Source: an optimization exercise on an open RTL-to-GDS flow (aim: small area, a short achievable clock period and few clock cycles per item). Production flows keep margins and buffers that such runs may drop.
RTL that was checked went through simulation tests only; none was proved equivalent to the original.

==> flow/design.v <==
module SET (rst,clk,en,central,radius,mode,busy,valid,candidate);
    input   rst;
    input   clk;
    input   en;
    input   [23:0]central;
    input   [11:0]radius;
    input   [1:0]mode;
    output    busy;
    output    valid;
    output   [7:0]candidate;
    reg  [2:0] ph;
    reg        first;      
    reg        valid_r;
    reg [15:0] hit;        
    reg  [5:0] acc;        
    always @(posedge clk or posedge rst) begin
        if (rst) begin
            ph      <= 3'd0;
            valid_r <= 1'b0;
        end else begin
            if (en)
                ph <= 3'd1;
            else if (ph == 3'd4)
                ph <= 3'd0;
            else if (ph != 3'd0)
                ph <= ph + 3'd1;
            valid_r <= (ph == 3'd3);
        end
    end
    assign busy  = (ph != 3'd0);
    assign valid = valid_r;
    wire [11:0] pa = {central[23:16], radius[11:8]};
    wire [11:0] pb = (mode == 2'd0) ? pa : {central[15:8], radius[7:4]};
    wire [11:0] pc = (mode == 2'd3) ? {central[7:0], radius[3:0]} :
                     (mode == 2'd2) ? {4'd4, 4'd4, 4'd15} : {4'd15, 4'd15, 4'd0};
    function [79:0] prof;
        input [3:0] r;
        begin
            case (r)
                4'd0: prof = 80'h84210842108421084200;
                4'd1: prof = 80'h84210842108421084001;
                4'd2: prof = 80'h84210842108421080022;
                4'd3: prof = 80'h84210842108421000843;
                4'd4: prof = 80'h84210842108420010c64;
                4'd5: prof = 80'h84210842108400321085;
                4'd6: prof = 80'h842108421080064294a6;
                4'd7: prof = 80'h842108421000c85318c7;
                4'd8: prof = 80'h8421084200194c639ce8;
                4'd9: prof = 80'h8421084004298e842109;
                4'd10: prof = 80'h84210800863a1094a52a;
                4'd11: prof = 80'h84210010c74252a5294b;
                4'd12: prof = 80'h84200218e84a94b5ad6c;
                4'd13: prof = 80'h840053212a52d8c6318d;
                4'd14: prof = 80'h800a74254b631ad6b5ae;
                4'd15: prof = 80'h014e952d8c6b5ce739cf;
            endcase
        end
    endfunction
    function [3:0] absdiff;
        input [3:0] p, q;
        begin
            absdiff = (p > q) ? (p - q) : (q - p);
        end
    endfunction
    function [7:0] rowmask;
        input [11:0] p;
        input [79:0] pr;
        input [3:0] y;
        reg [4:0] w;
        reg [5:0] lo, hi;
        integer x;
        begin
            w  = pr[5 * absdiff(p[7:4], y) +: 5];
            lo = {2'b00, p[11:8]} - {2'b00, w[3:0]};    
            hi = {2'b00, p[11:8]} + {2'b00, w[3:0]};
            for (x = 1; x <= 8; x = x + 1)
                rowmask[x-1] = ~w[4] & (lo[5] | (lo[4:0] <= x)) & (hi >= x);
        end
    endfunction
    wire [79:0] pra = prof(pa[3:0]);
    wire [79:0] prb = prof(pb[3:0]);
    wire [79:0] prc = prof(pc[3:0]);
    wire [3:0]  y1  = {ph[1:0], 1'b1};
    wire [3:0]  y2  = {ph[1:0], 1'b0} + 4'd2;
    wire [7:0]  a1 = rowmask(pa, pra, y1), b1 = rowmask(pb, prb, y1), c1 = rowmask(pc, prc, y1);
    wire [7:0]  a2 = rowmask(pa, pra, y2), b2 = rowmask(pb, prb, y2), c2 = rowmask(pc, prc, y2);
    wire [15:0] two = {(a2 & b2 & ~c2) | (a2 & ~b2 & c2) | (~a2 & b2 & c2),
                       (a1 & b1 & ~c1) | (a1 & ~b1 & c1) | (~a1 & b1 & c1)};
    always @(posedge clk) begin
        hit   <= two;
        first <= (ph == 3'd0);
    end
    reg [4:0] n;
    integer i;
    always @(*) begin
        n = 5'd0;
        for (i = 0; i < 16; i = i + 1)
            n = n + hit[i];
    end
    wire [6:0] sum = {1'b0, n} + {1'b0, (first ? 6'd0 : acc)};
    always @(posedge clk)
        acc <= sum[5:0];
    assign candidate = {1'b0, sum};
endmodule
clock: 8.0 ns
lec_check: 0
cap_margin: 20
core_margin: 2
core_utilization: 40
setup_slack_margin: 1
slew_margin: 20
standard.sh (not shown) runs the stock make flow with config.mk's settings and CLKGATE_MAP_FILE= SYNTH_SCRIPT=/design/flow/synth_recipe.tcl, a recipe that flattens the netlist after the stock synthesis.
==> flow/flow/run.sh <==
#!/bin/bash
# The standard layout, with the port buffers made of plain buffers
# (sky130_fd_sc_hd__buf_4) instead of the default cell.
set -euo pipefail
export BUFFER_PORTS_ARGS="-buffer_cell sky130_fd_sc_hd__buf_4"
bash standard.sh > standard.log 2>&1
Testbench counts at the start, summed over its fixed seeds: cycles 1,280, items 256.
==> next run, changes <==
--- a/flow/design.v
+++ b/flow/design.v
@@ -6,30 +6,30 @@
     input   [11:0]radius;
     input   [1:0]mode;
     output    busy;
     output    valid;
     output   [7:0]candidate;
-    reg  [2:0] ph;
+    reg  [1:0] ph;
     reg        first;      
     reg        valid_r;
-    reg [15:0] hit;        
+    reg [31:0] hit;        
     reg  [5:0] acc;        
     always @(posedge clk or posedge rst) begin
         if (rst) begin
             ph      <= 3'd0;
             valid_r <= 1'b0;
         end else begin
             if (en)
-                ph <= 3'd1;
-            else if (ph == 3'd4)
-                ph <= 3'd0;
-            else if (ph != 3'd0)
-                ph <= ph + 3'd1;
-            valid_r <= (ph == 3'd3);
+                ph <= 2'd1;
+            else if (ph == 2'd2)
+                ph <= 2'd0;
+            else if (ph != 2'd0)
+                ph <= ph + 2'd1;
+            valid_r <= (ph == 2'd1);
         end
     end
-    assign busy  = (ph != 3'd0);
+    assign busy  = (ph != 2'd0);
     assign valid = valid_r;
     wire [11:0] pa = {central[23:16], radius[11:8]};
     wire [11:0] pb = (mode == 2'd0) ? pa : {central[15:8], radius[7:4]};
     wire [11:0] pc = (mode == 2'd3) ? {central[7:0], radius[3:0]} :
                      (mode == 2'd2) ? {4'd4, 4'd4, 4'd15} : {4'd15, 4'd15, 4'd0};
@@ -78,27 +78,33 @@
         end
     endfunction
     wire [79:0] pra = prof(pa[3:0]);
     wire [79:0] prb = prof(pb[3:0]);
     wire [79:0] prc = prof(pc[3:0]);
-    wire [3:0]  y1  = {ph[1:0], 1'b1};
-    wire [3:0]  y2  = {ph[1:0], 1'b0} + 4'd2;
-    wire [7:0]  a1 = rowmask(pa, pra, y1), b1 = rowmask(pb, prb, y1), c1 = rowmask(pc, prc, y1);
-    wire [7:0]  a2 = rowmask(pa, pra, y2), b2 = rowmask(pb, prb, y2), c2 = rowmask(pc, prc, y2);
-    wire [15:0] two = {(a2 & b2 & ~c2) | (a2 & ~b2 & c2) | (~a2 & b2 & c2),
-                       (a1 & b1 & ~c1) | (a1 & ~b1 & c1) | (~a1 & b1 & c1)};
+    wire [3:0] y0 = ph * 4 + 1;
+    wire [7:0] a0 = rowmask(pa, pra, y0), b0 = rowmask(pb, prb, y0), c0 = rowmask(pc, prc, y0);
+    wire [3:0] y1 = ph * 4 + 2;
+    wire [7:0] a1 = rowmask(pa, pra, y1), b1 = rowmask(pb, prb, y1), c1 = rowmask(pc, prc, y1);
+    wire [3:0] y2 = ph * 4 + 3;
+    wire [7:0] a2 = rowmask(pa, pra, y2), b2 = rowmask(pb, prb, y2), c2 = rowmask(pc, prc, y2);
+    wire [3:0] y3 = ph * 4 + 4;
+    wire [7:0] a3 = rowmask(pa, pra, y3), b3 = rowmask(pb, prb, y3), c3 = rowmask(pc, prc, y3);
+    wire [31:0] two = {(a3 & b3 & ~c3) | (a3 & ~b3 & c3) | (~a3 & b3 & c3),
+        (a2 & b2 & ~c2) | (a2 & ~b2 & c2) | (~a2 & b2 & c2),
+        (a1 & b1 & ~c1) | (a1 & ~b1 & c1) | (~a1 & b1 & c1),
+        (a0 & b0 & ~c0) | (a0 & ~b0 & c0) | (~a0 & b0 & c0)};
     always @(posedge clk) begin
         hit   <= two;
-        first <= (ph == 3'd0);
+        first <= (ph == 2'd0);
     end
-    reg [4:0] n;
+    reg [5:0] n;
     integer i;
     always @(*) begin
-        n = 5'd0;
-        for (i = 0; i < 16; i = i + 1)
+        n = 0;
+        for (i = 0; i < 32; i = i + 1)
             n = n + hit[i];
     end
-    wire [6:0] sum = {1'b0, n} + {1'b0, (first ? 6'd0 : acc)};
+    wire [6:0] sum = n + (first ? 6'd0 : acc);
     always @(posedge clk)
         acc <= sum[5:0];
     assign candidate = {1'b0, sum};
 endmodule
After rerunning:
- sequential share of layout area went down by 0.30 points
- fmax came out lower by 4.3%
- hold slack is better by 0.046 ns
- flip-flop and latch count increases by 15
- register-to-register slack gains 0.07 ns
- routed wire length came out higher by 78%
- clock skew went up by 0.0059 ns
- area after synthesis climbs by 62%
- critical path depth is lower by 8
For the second run of this note, only the layout was checked, not whether the RTL still works.

[re-timing with driven ports]
No port has a modelled driver above. Below, the same layouts with a new extraction and two added sets of constraints.
Step 1: set_driving_cell puts a clkbuf_16 on clk and a buf_2 on each other input, an assumption about the parent block.
Step 2 adds t to the input delays and takes it off the output delays; t is the mean of the earliest and latest rising clock arrival at the registers after step 1. Input paths then give back, and output paths get back, about the clock's delay inside the block.
Slacks: no drivers / after step 1 / after step 2; pairs: no drivers / after step 1.
| run | t (ns) | setup slack, ns | hold slack, ns | worst register clock-pin slew, ns |
|---|---|---|---|---|
| the first run | 0.298 | 1.341 / 1.336 / 1.038 | 0.552 / 0.552 / 0.552 | 0.07 / 0.07 |
| the second run | 0.330 | 1.042 / 1.002 / 0.938 | 0.598 / 0.598 / 0.598 | 0.07 / 0.07 |
After both steps setup and hold are still met in every run listed. For the first run, which loses most, drivers alone change the setup slack by -0.005 ns; drivers and shift together by -0.303 ns.
